This is an optimization exercise on Yosys and OpenROAD, whose aim is small area, a short achievable clock period and few clock cycles per item, not a production implementation. Function not checked in this run: the RTL went through the layout flow alone. Power is estimated from default activity; no workload was simulated.

## flow/design.v

```verilog
module multiplier_1(
    input clk,
    input res_n,
    input start,
    output reg done,
    input [15:0] arg1,
    input [15:0] arg2,
    output reg [31:0] product
    );
    reg [0:0] cnt;             
    wire busy = (cnt != 0);
    wire [7:0] x = busy ? arg2[15:8] : arg2[7:0];
    wire [15:0] acc = busy ? product[31:16] : 16'd0;
    wire [15:0] pp0 = x[0] ? arg1 : 16'd0;
    wire [15:0] pp1 = x[1] ? arg1 : 16'd0;
    wire [15:0] pp2 = x[2] ? arg1 : 16'd0;
    wire [15:0] pp3 = x[3] ? arg1 : 16'd0;
    wire [15:0] pp4 = x[4] ? arg1 : 16'd0;
    wire [15:0] pp5 = x[5] ? arg1 : 16'd0;
    wire [15:0] pp6 = x[6] ? arg1 : 16'd0;
    wire [15:0] pp7 = x[7] ? arg1 : 16'd0;
    wire s1;
    wire c2;
    wire s3;
    wire c4;
    wire s5;
    wire c6;
    wire s7;
    wire c8;
    wire s9;
    wire c10;
    wire s11;
    wire c12;
    wire s13;
    wire c14;
    wire s15;
    wire c16;
    wire s17;
    wire c18;
    wire s19;
    wire c20;
    wire s21;
    wire c22;
    wire s23;
    wire c24;
    wire s25;
    wire c26;
    wire s27;
    wire c28;
    wire s29;
    wire c30;
    wire s31;
    wire c32;
    wire s33;
    wire c34;
    wire s35;
    wire c36;
    wire s37;
    wire c38;
    wire s39;
    wire c40;
    wire s41;
    wire c42;
    wire s43;
    wire c44;
    wire s45;
    wire c46;
    wire s47;
    wire c48;
    wire s49;
    wire c50;
    wire s51;
    wire c52;
    wire s53;
    wire c54;
    wire s55;
    wire c56;
    wire s57;
    wire c58;
    wire s59;
    wire c60;
    wire s61;
    wire c62;
    wire s63;
    wire c64;
    wire s65;
    wire c66;
    wire s67;
    wire c68;
    wire s69;
    wire c70;
    wire s71;
    wire c72;
    wire s73;
    wire c74;
    wire s75;
    wire c76;
    wire s77;
    wire c78;
    wire s79;
    wire c80;
    wire s81;
    wire c82;
    wire s83;
    wire c84;
    wire s85;
    wire c86;
    wire s87;
    wire c88;
    wire s89;
    wire c90;
    wire s91;
    wire c92;
    wire s93;
    wire c94;
    wire s95;
    wire c96;
    wire s97;
    wire c98;
    wire s99;
    wire c100;
    wire s101;
    wire c102;
    wire s103;
    wire c104;
    wire s105;
    wire c106;
    wire s107;
    wire c108;
    wire s109;
    wire c110;
    wire s111;
    wire c112;
    wire s113;
    wire c114;
    wire s115;
    wire c116;
    wire s117;
    wire c118;
    wire s119;
    wire c120;
    wire s121;
    wire c122;
    wire s123;
    wire c124;
    wire s125;
    wire c126;
    wire s127;
    wire c128;
    wire s129;
    wire c130;
    wire s131;
    wire c132;
    wire s133;
    wire c134;
    wire s135;
    wire c136;
    wire s137;
    wire c138;
    wire s139;
    wire c140;
    wire s141;
    wire c142;
    wire s143;
    wire c144;
    wire s145;
    wire c146;
    wire s147;
    wire c148;
    wire s149;
    wire c150;
    wire s151;
    wire c152;
    wire s153;
    wire c154;
    wire s155;
    wire c156;
    wire s157;
    wire c158;
    wire s159;
    wire c160;
    wire s161;
    wire c162;
    wire s163;
    wire c164;
    wire s165;
    wire c166;
    wire s167;
    wire c168;
    wire s169;
    wire c170;
    wire s171;
    wire c172;
    wire s173;
    wire c174;
    wire s175;
    wire c176;
    wire s177;
    wire c178;
    wire s179;
    wire c180;
    wire s181;
    wire c182;
    wire s183;
    wire c184;
    wire s185;
    wire c186;
    wire s187;
    wire c188;
    wire s189;
    wire c190;
    wire s191;
    wire c192;
    wire s193;
    wire c194;
    wire s195;
    wire c196;
    wire s197;
    wire c198;
    wire s199;
    wire c200;
    wire s201;
    wire c202;
    wire s203;
    wire c204;
    wire s205;
    wire c206;
    wire s207;
    wire c208;
    wire s209;
    wire c210;
    assign {c2, s1} = acc[5] + pp0[5];
    assign {c4, s3} = acc[6] + pp0[6] + pp1[5];
    assign {c6, s5} = pp2[4] + pp3[3];
    assign {c8, s7} = acc[7] + pp0[7] + pp1[6];
    assign {c10, s9} = pp2[5] + pp3[4] + pp4[3];
    assign {c12, s11} = pp5[2] + pp6[1];
    assign {c14, s13} = acc[8] + pp0[8] + pp1[7];
    assign {c16, s15} = pp2[6] + pp3[5] + pp4[4];
    assign {c18, s17} = pp5[3] + pp6[2] + pp7[1];
    assign {c20, s19} = acc[9] + pp0[9] + pp1[8];
    assign {c22, s21} = pp2[7] + pp3[6] + pp4[5];
    assign {c24, s23} = pp5[4] + pp6[3] + pp7[2];
    assign {c26, s25} = acc[10] + pp0[10] + pp1[9];
    assign {c28, s27} = pp2[8] + pp3[7] + pp4[6];
    assign {c30, s29} = pp5[5] + pp6[4] + pp7[3];
    assign {c32, s31} = acc[11] + pp0[11] + pp1[10];
    assign {c34, s33} = pp2[9] + pp3[8] + pp4[7];
    assign {c36, s35} = pp5[6] + pp6[5] + pp7[4];
    assign {c38, s37} = acc[12] + pp0[12] + pp1[11];
    assign {c40, s39} = pp2[10] + pp3[9] + pp4[8];
    assign {c42, s41} = pp5[7] + pp6[6] + pp7[5];
    assign {c44, s43} = acc[13] + pp0[13] + pp1[12];
    assign {c46, s45} = pp2[11] + pp3[10] + pp4[9];
    assign {c48, s47} = pp5[8] + pp6[7] + pp7[6];
    assign {c50, s49} = acc[14] + pp0[14] + pp1[13];
    assign {c52, s51} = pp2[12] + pp3[11] + pp4[10];
    assign {c54, s53} = pp5[9] + pp6[8] + pp7[7];
    assign {c56, s55} = acc[15] + pp0[15] + pp1[14];
    assign {c58, s57} = pp2[13] + pp3[12] + pp4[11];
    assign {c60, s59} = pp5[10] + pp6[9] + pp7[8];
    assign {c62, s61} = pp1[15] + pp2[14] + pp3[13];
    assign {c64, s63} = pp4[12] + pp5[11] + pp6[10];
    assign {c66, s65} = pp2[15] + pp3[14] + pp4[13];
    assign {c68, s67} = acc[3] + pp0[3];
    assign {c70, s69} = acc[4] + pp0[4] + pp1[3];
    assign {c72, s71} = pp2[2] + pp3[1];
    assign {c74, s73} = s1 + pp1[4] + pp2[3];
    assign {c76, s75} = pp3[2] + pp4[1] + pp5[0];
    assign {c78, s77} = s3 + s5 + pp4[2];
    assign {c80, s79} = pp5[1] + pp6[0] + c2;
    assign {c82, s81} = s7 + s9 + s11;
    assign {c84, s83} = pp7[0] + c4 + c6;
    assign {c86, s85} = s13 + s15 + s17;
    assign {c88, s87} = c8 + c10 + c12;
    assign {c90, s89} = s19 + s21 + s23;
    assign {c92, s91} = c14 + c16 + c18;
    assign {c94, s93} = s25 + s27 + s29;
    assign {c96, s95} = c20 + c22 + c24;
    assign {c98, s97} = s31 + s33 + s35;
    assign {c100, s99} = c26 + c28 + c30;
    assign {c102, s101} = s37 + s39 + s41;
    assign {c104, s103} = c32 + c34 + c36;
    assign {c106, s105} = s43 + s45 + s47;
    assign {c108, s107} = c38 + c40 + c42;
    assign {c110, s109} = s49 + s51 + s53;
    assign {c112, s111} = c44 + c46 + c48;
    assign {c114, s113} = s55 + s57 + s59;
    assign {c116, s115} = c50 + c52 + c54;
    assign {c118, s117} = s61 + s63 + pp7[9];
    assign {c120, s119} = c56 + c58 + c60;
    assign {c122, s121} = s65 + pp5[12] + pp6[11];
    assign {c124, s123} = pp7[10] + c62 + c64;
    assign {c126, s125} = pp3[15] + pp4[14] + pp5[13];
    assign {c128, s127} = pp6[12] + pp7[11] + c66;
    assign {c130, s129} = pp4[15] + pp5[14] + pp6[13];
    assign {c132, s131} = acc[2] + pp0[2];
    assign {c134, s133} = s67 + pp1[2] + pp2[1];
    assign {c136, s135} = s69 + s71 + pp4[0];
    assign {c138, s137} = s73 + s75 + c70;
    assign {c140, s139} = s77 + s79 + c74;
    assign {c142, s141} = s81 + s83 + c78;
    assign {c144, s143} = s85 + s87 + c82;
    assign {c146, s145} = s89 + s91 + c86;
    assign {c148, s147} = s93 + s95 + c90;
    assign {c150, s149} = s97 + s99 + c94;
    assign {c152, s151} = s101 + s103 + c98;
    assign {c154, s153} = s105 + s107 + c102;
    assign {c156, s155} = s109 + s111 + c106;
    assign {c158, s157} = s113 + s115 + c110;
    assign {c160, s159} = s117 + s119 + c114;
    assign {c162, s161} = s121 + s123 + c118;
    assign {c164, s163} = s125 + s127 + c122;
    assign {c166, s165} = s129 + pp7[12] + c126;
    assign {c168, s167} = pp5[15] + pp6[14] + pp7[13];
    assign {c170, s169} = acc[1] + pp0[1];
    assign {c172, s171} = s131 + pp1[1] + pp2[0];
    assign {c174, s173} = s133 + pp3[0] + c132;
    assign {c176, s175} = s135 + c68 + c134;
    assign {c178, s177} = s137 + c72 + c136;
    assign {c180, s179} = s139 + c76 + c138;
    assign {c182, s181} = s141 + c80 + c140;
    assign {c184, s183} = s143 + c84 + c142;
    assign {c186, s185} = s145 + c88 + c144;
    assign {c188, s187} = s147 + c92 + c146;
    assign {c190, s189} = s149 + c96 + c148;
    assign {c192, s191} = s151 + c100 + c150;
    assign {c194, s193} = s153 + c104 + c152;
    assign {c196, s195} = s155 + c108 + c154;
    assign {c198, s197} = s157 + c112 + c156;
    assign {c200, s199} = s159 + c116 + c158;
    assign {c202, s201} = s161 + c120 + c160;
    assign {c204, s203} = s163 + c124 + c162;
    assign {c206, s205} = s165 + c128 + c164;
    assign {c208, s207} = s167 + c130 + c166;
    assign {c210, s209} = pp6[15] + pp7[14] + c168;
    wire [23:0] ra = {1'b0, pp7[15], s209, s207, s205, s203, s201, s199, s197, s195, s193, s191, s189, s187, s185, s183, s181, s179, s177, s175, s173, s171, s169, acc[0]};
    wire [23:0] rb = {1'b0, c210, c208, c206, c204, c202, c200, c198, c196, c194, c192, c190, c188, c186, c184, c182, c180, c178, c176, c174, c172, c170, pp1[0], pp0[0]};
    wire [23:0] t = ra + rb;
    always @(posedge clk) begin
        if (!res_n) begin
            done <= 1'b0;
            cnt <= 0;
        end else if (!done && (busy || start)) begin
            cnt <= (cnt == 1) ? 0 : cnt + 1'b1;
            if (cnt == 1) done <= 1'b1;
        end
        if (!done)
            product <= {t, product[15:8]};
    end
endmodule
```

## flow/config.mk

```make
export PLATFORM = sky130hd
export DESIGN_NAME = multiplier_1
export DESIGN_NICKNAME = multiplier_1
export VERILOG_FILES = /design/flow/design.v
export SDC_FILE = /design/flow/constraint.sdc
export NUM_CORES = 4
export LEC_CHECK = 0
export CAP_MARGIN = 20
export CORE_MARGIN = 2
export CORE_UTILIZATION = 40
export PLACE_DENSITY = 0.6
export SLEW_MARGIN = 20
```

## flow/constraint.sdc

```tcl
create_clock -name core_clock -period 5.0 [get_ports {clk}]
set_input_delay 1.0000 -clock core_clock [delete_from_list [all_inputs] [get_ports {clk}]]
set_output_delay 1.0000 -clock core_clock [all_outputs]
set_load 0.01 [all_outputs]
```

## flow/run.sh

```bash
#!/bin/bash
# synth_recipe.tcl (not shown) runs the flow's synth.tcl, then flattens the netlist and writes it again
# the make line also repeats each setting of config.mk as NAME=value (left out here)
make -C /OpenROAD-flow-scripts/flow DESIGN_CONFIG=/design/flow/config.mk WORK_HOME=/design/flow/orfs CLKGATE_MAP_FILE= SYNTH_SCRIPT=/design/flow/synth_recipe.tcl finish
```

==> metrics.md <==
| Metric | Value |
|---|---|
| Critical-path top delay cell | fa_2 |
| Type of the worst min-delay path | reg -> reg |
| Setup ws final | -154 ps |
| Layout Skew | just over 7 ps |
| Hold Crit Start | product[10] |
| CORE AREA | roughly 13,000 µm² |
| Startpoint Class | input pin |
| Vias | 4,667 |
| Cts bufs inserted | 5 |
| DPL Wire Length | 11.6 mm |
| Clock latency on the worst-skew pair | 290 ps |
| FF-to-FF End | product[20] |
| Hold Fails Final Rpt | 0 |
| Synthesized area | 5220 µm² |
| Max FO, Critical Path | 5 |
| Most frequent cells in the layout | 117 x buf_4, 94 x nand2_1, 87 x fa_1 |
| Max-Slew Margin vs Limit | slightly below 70% |
| Final Max Tran Viols | 0 |
| Fmax | 0.194 GHz |
| Cell count after synthesis | 536 |
| Die area | around 14,000 µm² |
| Final setup viols | 9 |
| Overall global routing resource usage | 23.0% |
| Die width | 118 µm |
| Final Cell Area | 8040 µm² |
| Crit-path cells | clkdlybuf4s15_1 > mux2_4 > nand2_2 > fa_1 > fa_2 > fa_1 > fa_1 > inv_2 > ha_4 > and3_4 > and2_4 > buf_4 > a211oi_2 > buf_4 > nand3b_1 > nand2_1 > xor2_1 |
| H-tree levels | 2 |
| DRC marker count from the first detailed-route iteration | 327 |
| Worst Hold End | product[2] |
| YS warnings | 1 |
| Final hold slack | 452 ps |
| Multi-input logic area | ~4600 µm² |
| Worst-margin pin slew | 465 ps |
| Initial antenna violation count | 0 |
| Root Buffer | clkbuf_16 |
| Diode count | 0 |
| Final Wtd Congestion | a little over 0.9 |
| Layout Nets | 899 |
| IO Count | 68 |
| Slowest stage delay, CP | 590 ps |
| Cell taking the most area after synthesis | fa_1 |
| Site Rows | 41 |
| R2R setup slack | -20 ps |
| RSZ-0062 raised after global routing | yes |
| CTS tree | built |
| Area after DPL | between 6000 and 7000 µm² |
| Clock Tree Buf Depth | 2 |
| Area contributors post-synth | fa_1 38%, edfxtp_1 18%, nand2_1 8.9% |
| Max Cap Violations | 0 |
| Worst Reg-to-Reg Cells | 17 |
| Area grow syn2layout | 54.0% |
| Vias in the first global route | 4,864 |
| FF/Latch Area | 1000 µm² |
| # hold bufs at CTS | 0 |
| Post-route ant nets | 0 |
| Starting Density | 41.2% |
| Worst VDD drop | 693 µV |
| Per-cell routed wire length | 17.7 µm |
| Clock sink count | 34 |
| Period utilization | 103% |
| Kind of critical path | in -> reg |
| CP arrival | 5200 ps |
| Register area share after synthesis | 19.2% |
| Critical R2R Launch | cnt |
| Buffers added on ports | 67 |
| SO Viols | setup timing |
| Post-synth top area share | 37.9% |
| Status | complete, but fails checks |
| Hold path cells | 0 |
| Fill count | 1,020 |
| CP required | 5050 ps |
| Worst path most repeated cell | fa_1 |
| Pwr per Cell Area | 862 nW/µm² |
| GR Overflow Total | 0 |
| Commonest non-fill, non-tap cell in the layout | buf_4 |
| Design Power | between 6 and 7 mW |
| Drt pass-1 iters | 5 |
| Die H | 118 µm |
| Vias per cell | 5.14 |
| Yosys reg bits | 34 |
| Avg Inst Size Synth | 9.74 µm² |
| Leakage | about 3.5 nW |
| CP Capture Type | register |
| Layout cell share with drive strength beyond 1 | about 39% |
| Syn Nets | 700 |
| Final wirelength | 16.1 mm |
| Largest net degree at the start of global routing | 33 |
| Clock-pin slew on the worst setup and hold paths | 60 ps |
| Global-route wire length before repair | 25.4 mm |
| DRC Markers | 0 |
| Post-layout min period | 5150 ps |
| Synth cell types | 38 |
==> synth_stat cells <==
cell type,instances
a221oi_1,1
nand2b_1,1
xor2_1,7
nand3b_1,1
a211o_1,1
o21a_1,2
mux2_2,8
inv_1,67
a21oi_1,21
o21bai_1,1
fa_1,99
a2111oi_2,1
a31oi_1,4
clkbuf_1,13
ha_1,30
o211ai_1,3
nand4_1,4
nand2_1,124
a221o_1,1
o21ai_0,10
o21ai_1,1
a21o_1,6
o2111ai_1,1
nor2_1,14
and3_1,4
buf_1,7
dfxtp_1,2
a211oi_1,3
a31o_2,1
a21boi_0,1
xnor2_1,14
edfxtp_1,32
nor3_1,2
nor2b_1,4
o221ai_1,1
nand3_1,4
a2111oi_0,1
and2_1,39
==> registers in the layout, summed over array words and instances, names as in the netlist <==
register and cells:
cnt 1, done 1, product 32
==> report_power, final <==
part | internal (mW) | switching, mW
clock network | 0.182 | 0.130
logic | 3.07 | 2.84
registers | 0.611 | 0.0968
==> worst max-delay path by stage <==
| stage | startpoint | to | slack (ps) | depth (start not counted) |
|---|---|---|---|---|
| 6_report | arg2[12] | product[20] | -150 | 17 |
| 5_1_grt | arg2[12] | product[20] | -240 | 17 |
| 4_1_cts | arg2[12] | product[30] | -20 | 15 |
| 3_5_place_dp | arg2[0] | product[30] | -730 | 16 |
| 3_3_place_gp | arg2[8] | product[30] | -720 | 16 |
| 2_1_floorplan | arg2[8] | product[30] | -40 | 15 |
==> cell families after synthesis <==
| family | count (synthesis) | share of synthesized area, % |
|---|---|---|
| buffers and inverters | 87 | 6.25 |
| DFF | 34 | 19.2 |
| adders and majority gates | 129 | 45.1 |
| AOI/OAI and AO/OA | 60 | 7.33 |
| xor gates and xnor gates | 21 | 3.52 |
| muxes | 8 | 1.73 |
| and+or+nand+nor | 197 | 16.9 |
==> routing by layer <==
metal / up-vias / global-route usage [%] / wire [µm]
li1: 2106 / - / -
met1: 2369 / 33.1 / 6960
met2: 166 / 36.2 / 7860
met3: 26 / 3.76 / 976
met4: 0 / 6.25 / 287
met5: - / 0 / 0
==> critical path, delay by kind of cell <==
family | cells | cell delay (ps)
multiplexers | 1 | 330
AND/OR/NAND/NOR | 5 | 600
AO/OA/AOI/OAI | 1 | 220
XOR/XNOR | 1 | 130
buffers and inverters | 4 | 590
adder cells (fa/ha/maj) | 5 | 2320
==> per-stage QoR <==
step | cells | worst slack (ps) | utilization [%] | TNS, ps
final | 908 | -154 | 63.5 | -611
after detailed placement | 851 | -727 | 54.3 | -9750
after global routing | 908 | -242 | 63.5 | -1900
after floorplan | 536 | -38.1 | - | -73.9
after global placement | 851 | -717 | 54.3 | -9370
after CTS | 886 | -22.2 | 60.4 | -36.5
==> what timing repair did <==
item	CTS	global route
setup endpoints to repair	17	16
resized for setup	135	95
buffers inserted	22	24
cloned	5	0
pin swaps	82	73
==> layout make-up <==
cell class                      instances  share of cell area (%)
Sequential cell                        34                    12.5
Clock inverter                          3                   0.202
Timing Repair Buffer                  208                    22.5
Clock buffer                            5                    1.56
Multi-Input combinational cell        419                    57.5
Inverter                               67                    3.13
Tap cell                              172                    2.68

==> re-timing with driven ports <==
The flow's constraints put no driver on any port. The routed layout listed below was extracted and timed again, unchanged, in two steps.
Step 1 (the two cells are an assumption about what drives the block):
set clk [get_ports {clk}]
set_driving_cell -lib_cell sky130_fd_sc_hd__clkbuf_16 $clk
set_driving_cell -lib_cell sky130_fd_sc_hd__buf_2 [delete_from_list [all_inputs] $clk]
Step 2 also shifts input and output timing later by t, the mid clock arrival at the registers, as if the neighbouring blocks saw the same clock.
a / b / c = ideal ports / drivers / drivers and shift; a / b = the first two.
shift t [ns]: 0.321
setup WS [ns]: -0.154 / -0.138 / -0.459
worst setup path at the end: input to register
clock arrival spread, ns: 0.008 / 0.008
worst register clock-pin slew, ns: 0.06 / 0.06
The setup slack of this run moves by +0.016 ns with the drivers and by -0.305 ns with both steps.
